This is an optimization exercise on Yosys and OpenROAD, whose aim is small area, a short achievable clock period and few clock cycles, not a production implementation.
Where RTL was checked, it was by simulation tests only, not by an equivalence proof against the original.

## LearningMachine
module LearningMachine(input clk,rst, start, input [6:0] x1Data,x2Data, input [1:0] tData, output[1:0] signYin, output[13:0] w1,w2,b,Yin,output ReadEn, Ready);
For scale: about 1100 cells after synthesis, roughly 79 I/O pins.
Settings: LEC_CHECK=0, ABC_CLOCK_PERIOD_IN_PS=5000, CAP_MARGIN=20, CORE_MARGIN=2, CORE_UTILIZATION=40, SETUP_SLACK_MARGIN=5, SLEW_MARGIN=20, SYNTH_HIERARCHICAL=1, SYNTH_MINIMUM_KEEP_SIZE=0; clock period 12.0 ns.
standard.sh (not shown) runs the stock make flow with config.mk's settings and CLKGATE_MAP_FILE= SYNTH_SCRIPT=/design/flow/synth_recipe.tcl, a recipe that flattens the netlist after the stock synthesis.
==> flow/flow/run.sh <==
#!/bin/bash
set -euo pipefail
bash standard.sh SETUP_SLACK_MARGIN=7.5 'BUFFER_PORTS_ARGS=-buffer_cell sky130_fd_sc_hd__buf_1' finish > standard_make.log 2>&1
Testbench counts at the start, summed over its fixed seeds: cycles 145,544.
Change:
--- a/flow/design.v
+++ b/flow/design.v
@@ -1160,21 +1160,27 @@
   assign yt = {y436, y435, y434, y433, y432, y431, y430, y429, y428, y427, y426, y425, y424, s347};
   wire [5:0] xl1 = x1[5:0] ^ {6{t}};
   wire xs1 = x1[6] ^ t;
   assign u1n = u1 + {4'd0, ~xs1, xs1, xl1} + {4'd0, ~xs1, xl1, t} + {4'b1111, 6'd0, t, 1'b0};
   wire [5:0] xl2 = x2[5:0] ^ {6{t}};
   wire xs2 = x2[6] ^ t;
   assign u2n = u2 + {4'd0, ~xs2, xs2, xl2} + {4'd0, ~xs2, xl2, t} + {4'b1111, 6'd0, t, 1'b0};
   wire [13:0] yt;    
   wire [13:0] y = {yt[13] ^ t, yt[12:0]};
   wire [13:0] zx = ya ^ yb ^ {ya[12:0] | yb[12:0], 1'b0} ^ {t, 13'd0};
-  wire yzero = ~|zx;
+  wire [3:0] zn;
+  LM_nd4 zn0(~zx[3:0], zn[0]);
+  LM_nd4 zn1(~zx[7:4], zn[1]);
+  LM_nd4 zn2(~zx[11:8], zn[2]);
+  LM_nd4 zn3({2'b11, ~zx[13:12]}, zn[3]);
+  wire yzero;
+  LM_nr4 zr(zn, yzero);
   wire mis = yzero | yt[13];
   wire upd = valid & mis;
   wire clr = ~busy & start;
   wire [7:0] vn = v + {{6{t}}, ~t, 1'b1};    
   wire last = (cnt == 8'd14);
   function [6:0] booth(input [6:0] x);
     reg [8:0] e;
     integer i;
     begin
       e = {x[6], x, 1'b0};
@@ -1228,20 +1234,26 @@
     end
   end
   assign w1 = {u1, 2'b00};
   assign w2 = {u2, 2'b00};
   assign b = {v, 6'b0};
   assign Yin = yReg;
   assign signYin = {yReg[13], 1'b1};
   assign ReadEn = rdEn;
   assign Ready = ~busy;
 endmodule
+module LM_nd4(input [3:0] a, output y);
+  assign y = ~&a;
+endmodule
+module LM_nr4(input [3:0] a, output y);
+  assign y = ~|a;
+endmodule
 module LM_gpi(input gh, ph, gl, pl, output gn, pn);
   assign gn = ~(gh | (ph & gl));
   assign pn = ~(ph & pl);
 endmodule
 module LM_gi(input gh, ph, gl, output gn);
   assign gn = ~(gh | (ph & gl));
 endmodule
 module LM_gpo(input ghn, phn, gln, pln, output g, p);
   assign g = ~(ghn & (phn | gln));
   assign p = ~(phn | pln);
The new run completed with no timing, DRC or antenna violations.
Sequential share of layout area shrinks by 0.93 points.
Final area rose by a few percent.
Count of clock-buffer cells in the layout does not change.
Testbench counts after the change, summed over its fixed seeds: cycles 145,544.

---

== main ==
Another version of the RTL of LearningMachine (not shown whole).
Size in the first run: ~1,100 cells after synthesis, ~86 flip-flops, about 9300 um^2 of cells after synthesis.
==> flow/config.mk <==
export PLATFORM = sky130hd
export DESIGN_NAME = LearningMachine
export DESIGN_NICKNAME = LearningMachine
export VERILOG_FILES = /design/flow/design.v
export SDC_FILE = /design/flow/constraint.sdc
export NUM_CORES = 4
export LEC_CHECK = 0
export ABC_CLOCK_PERIOD_IN_PS = 5000
export CAP_MARGIN = 20
export CORE_MARGIN = 2
export CORE_UTILIZATION = 40
export SETUP_SLACK_MARGIN = 5
export SLEW_MARGIN = 20
export SYNTH_HIERARCHICAL = 1
export SYNTH_MINIMUM_KEEP_SIZE = 0
==> flow/constraint.sdc <==
create_clock -name core_clock -period 12.0 [get_ports {clk}]
set_input_delay 2.4000 -clock core_clock [delete_from_list [all_inputs] [get_ports {clk}]]
set_output_delay 2.4000 -clock core_clock [all_outputs]
set_load 0.01 [all_outputs]
==> flow/flow/run.sh <==
#!/bin/bash
set -euo pipefail
bash standard.sh SETUP_SLACK_MARGIN=7 'BUFFER_PORTS_ARGS=-buffer_cell sky130_fd_sc_hd__buf_1' finish > standard_make.log 2>&1
The inputs of the feature branch differ from those of main as listed below.
--- a/flow/design.v
+++ b/flow/design.v
@@ -749,30 +749,16 @@
   wire y430;
   wire y431;
   wire y432;
   wire y433;
   wire y434;
   wire y435;
   wire y436;
   wire y437;
-  wire z438;
-  wire z439;
-  wire z440;
-  wire z441;
-  wire z442;
-  wire z443;
-  wire z444;
-  wire z445;
-  wire z446;
-  wire z447;
-  wire z448;
-  wire z449;
-  wire z450;
-  wire z451;
   assign n1 = ((o1[0] & u1[0])) ^ x1[1];
   assign n2 = ((o1[0] & u1[1]) | (tw1[0] & u1[0])) ^ x1[1];
   assign n3 = ((o1[0] & u1[2]) | (tw1[0] & u1[1])) ^ x1[1];
   assign n4 = ((o1[0] & u1[3]) | (tw1[0] & u1[2])) ^ x1[1];
   assign n5 = ((o1[0] & u1[4]) | (tw1[0] & u1[3])) ^ x1[1];
   assign n6 = ((o1[0] & u1[5]) | (tw1[0] & u1[4])) ^ x1[1];
   assign n7 = ((o1[0] & u1[6]) | (tw1[0] & u1[5])) ^ x1[1];
   assign n8 = ((o1[0] & u1[7]) | (tw1[0] & u1[6])) ^ x1[1];
@@ -1156,40 +1142,25 @@
   assign y431 = s361 ^ g405;
   assign y432 = s363 ^ g407;
   assign y433 = s365 ^ g413;
   assign y434 = s367 ^ g415;
   assign y435 = s369 ^ g417;
   assign y436 = s371 ^ g419;
   assign y437 = s373 ^ g421;
   assign yt = {y437, y436, y435, y434, y433, y432, y431, y430, y429, y428, y427, y426, y425, s347};
-  assign z438 = s349 ^ (c348 | s347);
-  assign z439 = s351 ^ (c350 | s349);
-  assign z440 = s353 ^ (c352 | s351);
-  assign z441 = s355 ^ (c354 | s353);
-  assign z442 = s357 ^ (c356 | s355);
-  assign z443 = s359 ^ (c358 | s357);
-  assign z444 = s361 ^ (c360 | s359);
-  assign z445 = s363 ^ (c362 | s361);
-  assign z446 = s365 ^ (c364 | s363);
-  assign z447 = s367 ^ (c366 | s365);
-  assign z448 = s369 ^ (c368 | s367);
-  assign z449 = s371 ^ (c370 | s369);
-  assign z450 = s373 ^ (c372 | s371);
-  assign z451 = z450 ^ t;
-  assign zx = {z451, z449, z448, z447, z446, z445, z444, z443, z442, z441, z440, z439, z438, s347};
   wire [5:0] xl1 = x1[5:0] ^ {6{t}};
   wire xs1 = x1[6] ^ t;
   assign u1n = u1 + {4'd0, ~xs1, xs1, xl1} + {4'd0, ~xs1, xl1, t} + {4'b1111, 6'd0, t, 1'b0};
   wire [5:0] xl2 = x2[5:0] ^ {6{t}};
   wire xs2 = x2[6] ^ t;
   assign u2n = u2 + {4'd0, ~xs2, xs2, xl2} + {4'd0, ~xs2, xl2, t} + {4'b1111, 6'd0, t, 1'b0};
   wire [13:0] yt;    
   wire [13:0] y = {yt[13] ^ t, yt[12:0]};
-  wire [13:0] zx;
+  wire [13:0] zx = ya ^ yb ^ {ya[12:0] | yb[12:0], 1'b0} ^ {t, 13'd0};
   wire yzero = ~|zx;
   wire mis = yzero | yt[13];
   wire upd = valid & mis;
   wire clr = ~busy & start;
   wire [7:0] vn = v + {{6{t}}, ~t, 1'b1};    
   wire last = (cnt == 8'd14);
   function [6:0] booth(input [6:0] x);
     reg [8:0] e;
Results
The feature branch ends up with a combined global-route utilization of all metal layers that is 0.36 points lower than in main. Summary of the comparison: total wire length is higher in the feature branch, relative to main. Between main and the feature branch, non-clock inverter count in the final layout is lower for main, the feature branch comes in above that. The maximum clock frequency of the feature branch is higher than that of main. From main to the feature branch the numbers moved as follows: final-layout clock buffer total moved up; number of vias in the routed layout level. Critical path launch point = u1[7]: main; critical path launch point = u1[5]: the feature branch. Post-synthesis cell count in the feature branch is about 2% higher than in main.
Testbench counts of the feature branch, summed over its fixed seeds: cycles 145,544.
Function not checked in main: the RTL went through the layout flow alone.

[separate check: timing with driven ports]
How much do the figures lean on ideal ports? The routed layouts below were timed once more, with nothing changed but the port constraints.
Step 1 assumes that a clkbuf_16 drives the clock port and a buf_2 every other input.
Step 2 also shifts input and output timing later by t, the mid clock arrival at the registers, as if the neighbouring blocks saw the same clock.
Slacks: no drivers / after step 1 / after step 2; pairs: no drivers / after step 1.
| run | t, ns | setup slack, ns | worst hold slack (ns) | clock arrival spread, ns | pins driven straight from the clock port |
|---|---|---|---|---|---|
| the first run of note 1 | 0.403 | 7.627 / 7.627 / 7.627 | 0.474 / 0.474 / 0.474 | 0.011 / 0.012 | 1 |
| the second run of note 1 | 0.391 | 7.536 / 7.536 / 7.536 | 0.505 / 0.505 / 0.505 | 0.014 / 0.014 | 1 |
| main | 0.398 | 7.158 / 7.158 / 7.158 | 0.466 / 0.466 / 0.466 | 0.009 / 0.009 | 1 |
| the feature branch | 0.404 | 7.261 / 7.261 / 7.261 | 0.463 / 0.463 / 0.463 | 0.010 / 0.010 | 1 |
After both steps setup and hold are still met in every run listed.
